What follows belongs to an exercise in optimizing a design on an open flow for small area; a production flow would make more cautious choices. In this exercise RTL edits were held to simulation tests only and were not proved equivalent to the original. The flow treats the clock pin as an ideal source. Dropping or thinning the clock tree relies on that and would not hold on a real chip. Power and IR drop assume default switching activity.

## lane 1
==> module keypad_entry, before the edit <==
module keypad_entry (
    input        clk,
    input        rst_n,
    input  [3:0] row,
    output [3:0] col,
    output       key_ready,
    output [3:0] key_data,
    output [3:0] press_count,
    output       key_read,
    output [9:0] num1,
    output [9:0] num2,
    output       num1_done,
    output       num2_done,
    output       sum_ready,
    output [3:0] disp_hundreds,
    output [3:0] disp_tens,
    output [3:0] disp_units,
    output [1:0] active_field
);
    reg [5:0] lf;
    reg [1:0] lo;
    reg [2:0] k;
    reg       zc;        
    reg [3:0] kd;
    reg [3:0] pc;
    reg [1:0] af;
    reg       f2dig;     
    reg [3:0] dh, dt, du;
    reg [9:0] n1;
    wire scan  = |lf;
    wire tmax  = (lo == 2'b10) & (lf == 6'b100000);   
    wire [1:0] lo_n = {lo[0], ~lo[1]};                 
    wire an0   = ~scan & ~k[0] & (lo == 2'b01);
    wire an4   = ~scan & k[0] & (lo == 2'b01);
    wire rise  = ~scan & k[0] & (lo == 2'b11);
    wire wait2 = ~scan & k[0] & (lo == 2'b10) & ~k[1];
    wire stuck = ~scan & k[1];
    assign key_ready = ~scan & k[0] & lo[1];
    assign key_read  = wait2;
    wire [1:0] idx = k[2:1];
    assign col = {scan & (idx != 2'b00), ~scan | (idx != 2'b01), idx != 2'b11, idx != 2'b10};
    function [3:0] code_of(input [3:0] pos);
        case (pos)
            4'b00_00: code_of = 4'hA; 4'b00_01: code_of = 4'hB;
            4'b00_10: code_of = 4'hC; 4'b00_11: code_of = 4'hD;
            4'b01_00: code_of = 4'h3; 4'b01_01: code_of = 4'h6;
            4'b01_10: code_of = 4'h9; 4'b01_11: code_of = 4'hE;
            4'b11_00: code_of = 4'h2; 4'b11_01: code_of = 4'h5;
            4'b11_10: code_of = 4'h8; 4'b11_11: code_of = 4'h0;
            4'b10_00: code_of = 4'h1; 4'b10_01: code_of = 4'h4;
            4'b10_10: code_of = 4'h7; default:  code_of = 4'hF;
        endcase
    endfunction
    wire c0 = &row;                                    
    wire c4 = ~|row;                                   
    wire c1 = (row == 4'b1110) | (row == 4'b1101) | (row == 4'b1011) | (row == 4'b0111);
    wire [1:0] ri = {~row[2] | ~row[3], ~row[1] | ~row[3]};
    reg [1:0] ts;        
    reg [3:0] tp;        
    wire [1:0] bs = (idx == 2'd0) ? 2'b00 : ts;
    reg  [1:0] ts_n;
    always @(*) begin
        case (bs)
            2'b00: ts_n = c0 ? 2'b00 : c1 ? 2'b01 : (c4 && idx == 2'd0) ? 2'b11 : 2'b10;
            2'b01: ts_n = c0 ? 2'b01 : 2'b10;
            2'b10: ts_n = 2'b10;
            default: ts_n = c4 ? 2'b11 : 2'b10;
        endcase
    end
    wire one  = (ts == 2'b01);
    wire zero = (ts == 2'b00) | (ts == 2'b11);
    wire go_scan = (an0 & ~(zc & one)) | wait2;
    always @(posedge clk) begin
        if (scan & tmax & k[0]) begin
            ts <= ts_n;
            if (bs == 2'b00 && c1) tp <= {idx, ri};
        end
    end
    wire last = scan & tmax & (k == 3'b101);            
    always @(posedge clk or negedge rst_n) begin
        if (!rst_n) begin
            lf <= 6'b000001;
            lo <= 2'd0;
            k  <= 3'd0;
            zc <= 1'b0;
            kd <= 4'd0;
        end else begin
            lf <= last ? 6'b000000 : {lf[4:0], (lf[5] ^ lf[4]) | go_scan};
            if (scan) begin
                lo <= lo_n;
                if (tmax) begin
                    k[0] <= ~k[0];
                    if (k[0]) k[2:1] <= {k[1], ~k[2]};
                end
            end else if (!stuck) begin
                lo <= (an0 & go_scan) ? 2'b00 : lo_n;
                k[0] <= k[0] ^ (lo == 2'b10);
                if (rise && af == 2'd3) k[1] <= 1'b1;
            end
            if (an0) zc <= zero;
            if (an4) kd <= code_of(tp);
        end
    end
    assign key_data = kd;
    always @(posedge clk or negedge rst_n) begin
        if (!rst_n) pc <= 4'd0;
        else if (rise) pc <= pc + 4'd1;
    end
    assign press_count = pc;
    wire [3:0] cv_v   = dt + du[3:1];
    wire [4:0] cv_q   = {dt, 1'b0} + cv_v[3:1];
    wire [4:0] cv_h3  = dh[3] ? (dh[0] ? 5'd28 : 5'd25) : ({1'b0, dh[2:0], 1'b0} + {2'b0, dh[2:0]});
    wire [7:0] cv_r   = {cv_h3, dh[2:0]} + cv_q;
    wire [9:0] conv   = {cv_r, dt[0] ^ du[1], du[0]};
    wire is_digit = (kd <= 4'h9);
    wire keep = (af == 2'd1) | f2dig;      
    always @(posedge clk or negedge rst_n) begin
        if (!rst_n) begin
            af <= 2'd0; f2dig <= 1'b0;
            dh <= 4'd0; dt <= 4'd0; du <= 4'd0;
            n1 <= 10'd0;
        end else begin
            if (af == 2'd0) af <= 2'd1;
            if (rise & (af == 2'd1 || af == 2'd2)) begin
                if (is_digit) begin
                    dh <= keep ? dt : 4'd0;
                    dt <= keep ? du : 4'd0;
                    du <= kd;
                    if (af == 2'd2) f2dig <= 1'b1;
                end else if (af == 2'd1 && kd == 4'hF) begin
                    n1 <= conv;
                    af <= 2'd2;
                end else if (af == 2'd2 && kd == 4'hE) begin
                    af <= 2'd3;
                end
            end
        end
    end
    assign num1 = n1;
    assign num2 = conv & {10{(af == 2'd3) & f2dig}};
    assign num1_done = af[1];
    assign num2_done = af[1] & af[0];
    assign sum_ready = (af == 2'd3) & ~wait2;
    assign disp_hundreds = dh;
    assign disp_tens = dt;
    assign disp_units = du;
    assign active_field = af;
endmodule
export LEC_CHECK = 0
export CAP_MARGIN = 0
export CORE_MARGIN = 2
export CORE_UTILIZATION = 40
export SLEW_MARGIN = 0
create_clock -name core_clock -period 10.0 [get_ports {clk}]
standard.sh (not shown) runs the stock make flow with config.mk's settings and CLKGATE_MAP_FILE= SYNTH_SCRIPT=/design/flow/synth_recipe.tcl, a recipe that flattens the netlist after the stock synthesis.
==> flow/flow/run.sh <==
#!/bin/bash
# The standard layout with three changes:
#  1. the standard synthesis's combinational gates are re-mapped for area by
#     ABC (flow/resyn.ys, flow/resyn.abc; the best of three seeds is kept);
#     its flip-flops are kept as they are;
#  2. the ports are buffered with the smallest buffer (buf_1);
#  3. a hand-built one-level clock tree (flow/pre_cts.tcl): the clock port
#     drives three clock buffers, each feeding a third of the flip-flops.
# Each tool's output goes to a log file of its own in this folder.
set -euo pipefail
here=$(pwd)
R=$here/orfs/results/$FLOW_PLATFORM/keypad_entry/base
LIB=$FLOW_HOME/platforms/$FLOW_PLATFORM/lib/sky130_fd_sc_hd__tt_025C_1v80.lib
YOSYS=${YOSYS_EXE:-$FLOW_HOME/../tools/install/yosys/bin/yosys}
DONT_USE=$(sed -n '/DONT_USE_CELLS += /,/^#/p' $FLOW_HOME/platforms/$FLOW_PLATFORM/config.mk \
  | grep -o 'sky130_fd_sc_hd__[a-z0-9_]*' | sed 's/^/-dont_use /' | tr '\n' ' ')

bash standard.sh synth > standard_synth.log 2>&1

cp $R/1_2_yosys.v $here/standard_1_2_yosys.v
# three ABC runs with different random seeds; the smallest netlist is kept
for seed in 1 2 3; do
  sed "s/{SEED}/$seed/" flow/resyn.abc > resyn_$seed.abc
  sed -e "s#{LIB}#$LIB#g" -e "s#{NETLIST}#$here/standard_1_2_yosys.v#" -e "s#{TOP}#$FLOW_TOP#g" \
      -e "s#{DONT_USE}#$DONT_USE#" -e "s#{ABC_SCRIPT}#$here/resyn_$seed.abc#" -e "s#{OUT}#$here/resyn_$seed.v#" \
      flow/resyn.ys > resyn_run_$seed.ys
  $YOSYS -s resyn_run_$seed.ys > resyn_$seed.log 2>&1 &
done
wait
best=$(for seed in 1 2 3; do
  a=$(grep 'Chip area' resyn_$seed.log | tail -1 | awk '{print $NF}')
  if [[ -n "$a" && -s resyn_$seed.v ]]; then echo "$a $seed"; fi
done | sort -g | head -1 | awk '{print $2}')
echo "kept ABC run $best" > resyn_choice.log
cp resyn_$best.v $R/1_2_yosys.v
sed -e "s#{LIB}#$LIB#g" -e "s#{TOP}#$FLOW_TOP#g" -e "s#{OUT}#$R/1_2_yosys.v#" flow/check.ys > check_run.ys
$YOSYS -s check_run.ys > resyn_check.log 2>&1
rm -f $R/1_synth.odb

MY_CLKBUF=sky130_fd_sc_hd__clkbuf_8 MY_NX=3 MY_NY=1 bash standard.sh \
  BUFFER_PORTS_ARGS="-buffer_cell sky130_fd_sc_hd__buf_1" \
  PRE_CTS_TCL="$here/flow/pre_cts.tcl" \
  finish > standard_flow.log 2>&1
Other scripts of this flow, unchanged in this note and not shown: flow/flow/check.ys, flow/flow/pre_cts.tcl, flow/flow/resyn.abc, flow/flow/resyn.ys
> inputs changed (lane 1 -> lane 2)
--- a/flow/design.v
+++ b/flow/design.v
@@ -15,42 +15,41 @@
     output [3:0] disp_hundreds,
     output [3:0] disp_tens,
     output [3:0] disp_units,
     output [1:0] active_field
 );
-    reg [5:0] lf;
-    reg [1:0] lo;
+    reg [7:0] t;
     reg [2:0] k;
     reg       zc;        
     reg [3:0] kd;
     reg [3:0] pc;
     reg [1:0] af;
     reg       f2dig;     
     reg [3:0] dh, dt, du;
     reg [9:0] n1;
-    wire scan  = |lf;
-    wire tmax  = (lo == 2'b10) & (lf == 6'b100000);   
-    wire [1:0] lo_n = {lo[0], ~lo[1]};                 
-    wire an0   = ~scan & ~k[0] & (lo == 2'b01);
-    wire an4   = ~scan & k[0] & (lo == 2'b01);
-    wire rise  = ~scan & k[0] & (lo == 2'b11);
-    wire wait2 = ~scan & k[0] & (lo == 2'b10) & ~k[1];
+    wire scan  = |t[7:2];
+    wire tmax  = &t;
+    wire [2:0] n = {k[0], t[1:0]};
+    wire an0   = ~scan & (n == 3'd1);
+    wire an4   = ~scan & (n == 3'd5);
+    wire rise  = ~scan & (n == 3'd6);
+    wire wait2 = ~scan & (n == 3'd7) & ~k[1];
     wire stuck = ~scan & k[1];
-    assign key_ready = ~scan & k[0] & lo[1];
+    assign key_ready = ~scan & k[0] & t[1];
     assign key_read  = wait2;
     wire [1:0] idx = k[2:1];
-    assign col = {scan & (idx != 2'b00), ~scan | (idx != 2'b01), idx != 2'b11, idx != 2'b10};
+    assign col = {scan & (idx != 2'd0), ~scan | (idx != 2'd1), idx != 2'd2, idx != 2'd3};
     function [3:0] code_of(input [3:0] pos);
         case (pos)
             4'b00_00: code_of = 4'hA; 4'b00_01: code_of = 4'hB;
             4'b00_10: code_of = 4'hC; 4'b00_11: code_of = 4'hD;
             4'b01_00: code_of = 4'h3; 4'b01_01: code_of = 4'h6;
             4'b01_10: code_of = 4'h9; 4'b01_11: code_of = 4'hE;
-            4'b11_00: code_of = 4'h2; 4'b11_01: code_of = 4'h5;
-            4'b11_10: code_of = 4'h8; 4'b11_11: code_of = 4'h0;
-            4'b10_00: code_of = 4'h1; 4'b10_01: code_of = 4'h4;
-            4'b10_10: code_of = 4'h7; default:  code_of = 4'hF;
+            4'b10_00: code_of = 4'h2; 4'b10_01: code_of = 4'h5;
+            4'b10_10: code_of = 4'h8; 4'b10_11: code_of = 4'h0;
+            4'b11_00: code_of = 4'h1; 4'b11_01: code_of = 4'h4;
+            4'b11_10: code_of = 4'h7; default:  code_of = 4'hF;
         endcase
     endfunction
     wire c0 = &row;                                    
     wire c4 = ~|row;                                   
     wire c1 = (row == 4'b1110) | (row == 4'b1101) | (row == 4'b1011) | (row == 4'b0111);
@@ -68,35 +67,36 @@
         endcase
     end
     wire one  = (ts == 2'b01);
     wire zero = (ts == 2'b00) | (ts == 2'b11);
     wire go_scan = (an0 & ~(zc & one)) | wait2;
+    wire [2:0] n_inc = n + 3'd1;
     always @(posedge clk) begin
         if (scan & tmax & k[0]) begin
             ts <= ts_n;
             if (bs == 2'b00 && c1) tp <= {idx, ri};
         end
     end
-    wire last = scan & tmax & (k == 3'b101);            
     always @(posedge clk or negedge rst_n) begin
         if (!rst_n) begin
-            lf <= 6'b000001;
-            lo <= 2'd0;
+            t  <= 8'd4;
             k  <= 3'd0;
             zc <= 1'b0;
             kd <= 4'd0;
         end else begin
-            lf <= last ? 6'b000000 : {lf[4:0], (lf[5] ^ lf[4]) | go_scan};
             if (scan) begin
-                lo <= lo_n;
                 if (tmax) begin
-                    k[0] <= ~k[0];
-                    if (k[0]) k[2:1] <= {k[1], ~k[2]};
-                end
+                    k <= k + 3'd1;
+                    t <= (k == 3'd7) ? 8'd0 : 8'd4;
+                end else
+                    t <= t + 8'd1;
+            end else if (go_scan) begin
+                k <= 3'd0;
+                t <= 8'd4;
             end else if (!stuck) begin
-                lo <= (an0 & go_scan) ? 2'b00 : lo_n;
-                k[0] <= k[0] ^ (lo == 2'b10);
+                k[0] <= n_inc[2];
+                t[1:0] <= n_inc[1:0];
                 if (rise && af == 2'd3) k[1] <= 1'b1;
             end
             if (an0) zc <= zero;
             if (an4) kd <= code_of(tp);
         end
Results
Re clock network power share: lane 2 and lane 1 aren't equal, and the higher value belongs to lane 2. Lane 2 ends up with a largest driver fanout on the critical path that is 1 lower than in lane 1. Comparing the two runs side by side, lane 2 comes out behind lane 1 on post-detailed-routing wire length. The proportion of power drawn by combinational gates was comparable across lane 2 and lane 1. Lane 2 reports a lower final design utilization than lane 1 does. Summary of lane 2 over lane 1: number of instances in the synthesized netlist increased by 26 relative to the old numbers; global-route usage rose by 1.0 points. Non-clock inverter instance count of the final layout: lane 2 vs lane 1 up about 8%.
No run of this note takes its clock network from TritonCTS; it comes from the design's own scripts or RTL.

## afterwards: timing with drivers on the ports
In the flow no input, the clock included, has a driving cell. The finished layouts below were timed again as built, in two steps. Step 1, drivers: a clkbuf_16 drives clk and a buf_2 each remaining input, both assumed. Step 2 times the ports against the registers' clock, not the clock port: input delays grow and output delays shrink by t, the midpoint of the rising clock arrivals with the driver on. Three values: ideal ports, drivers, drivers and shift; two values: the first two.
| run | t (ns) | setup WS [ns] | worst slew at a driven data input, ns | pins driven straight from the clock port |
|---|---|---|---|---|
| lane 1 | 0.205 | 4.452 / 4.406 / 4.611 | 0.03 | 3 |
| lane 2 | 0.208 | 4.289 / 4.241 / 4.450 | 0.03 | 3 |
After both steps setup and hold are still met in every run listed.
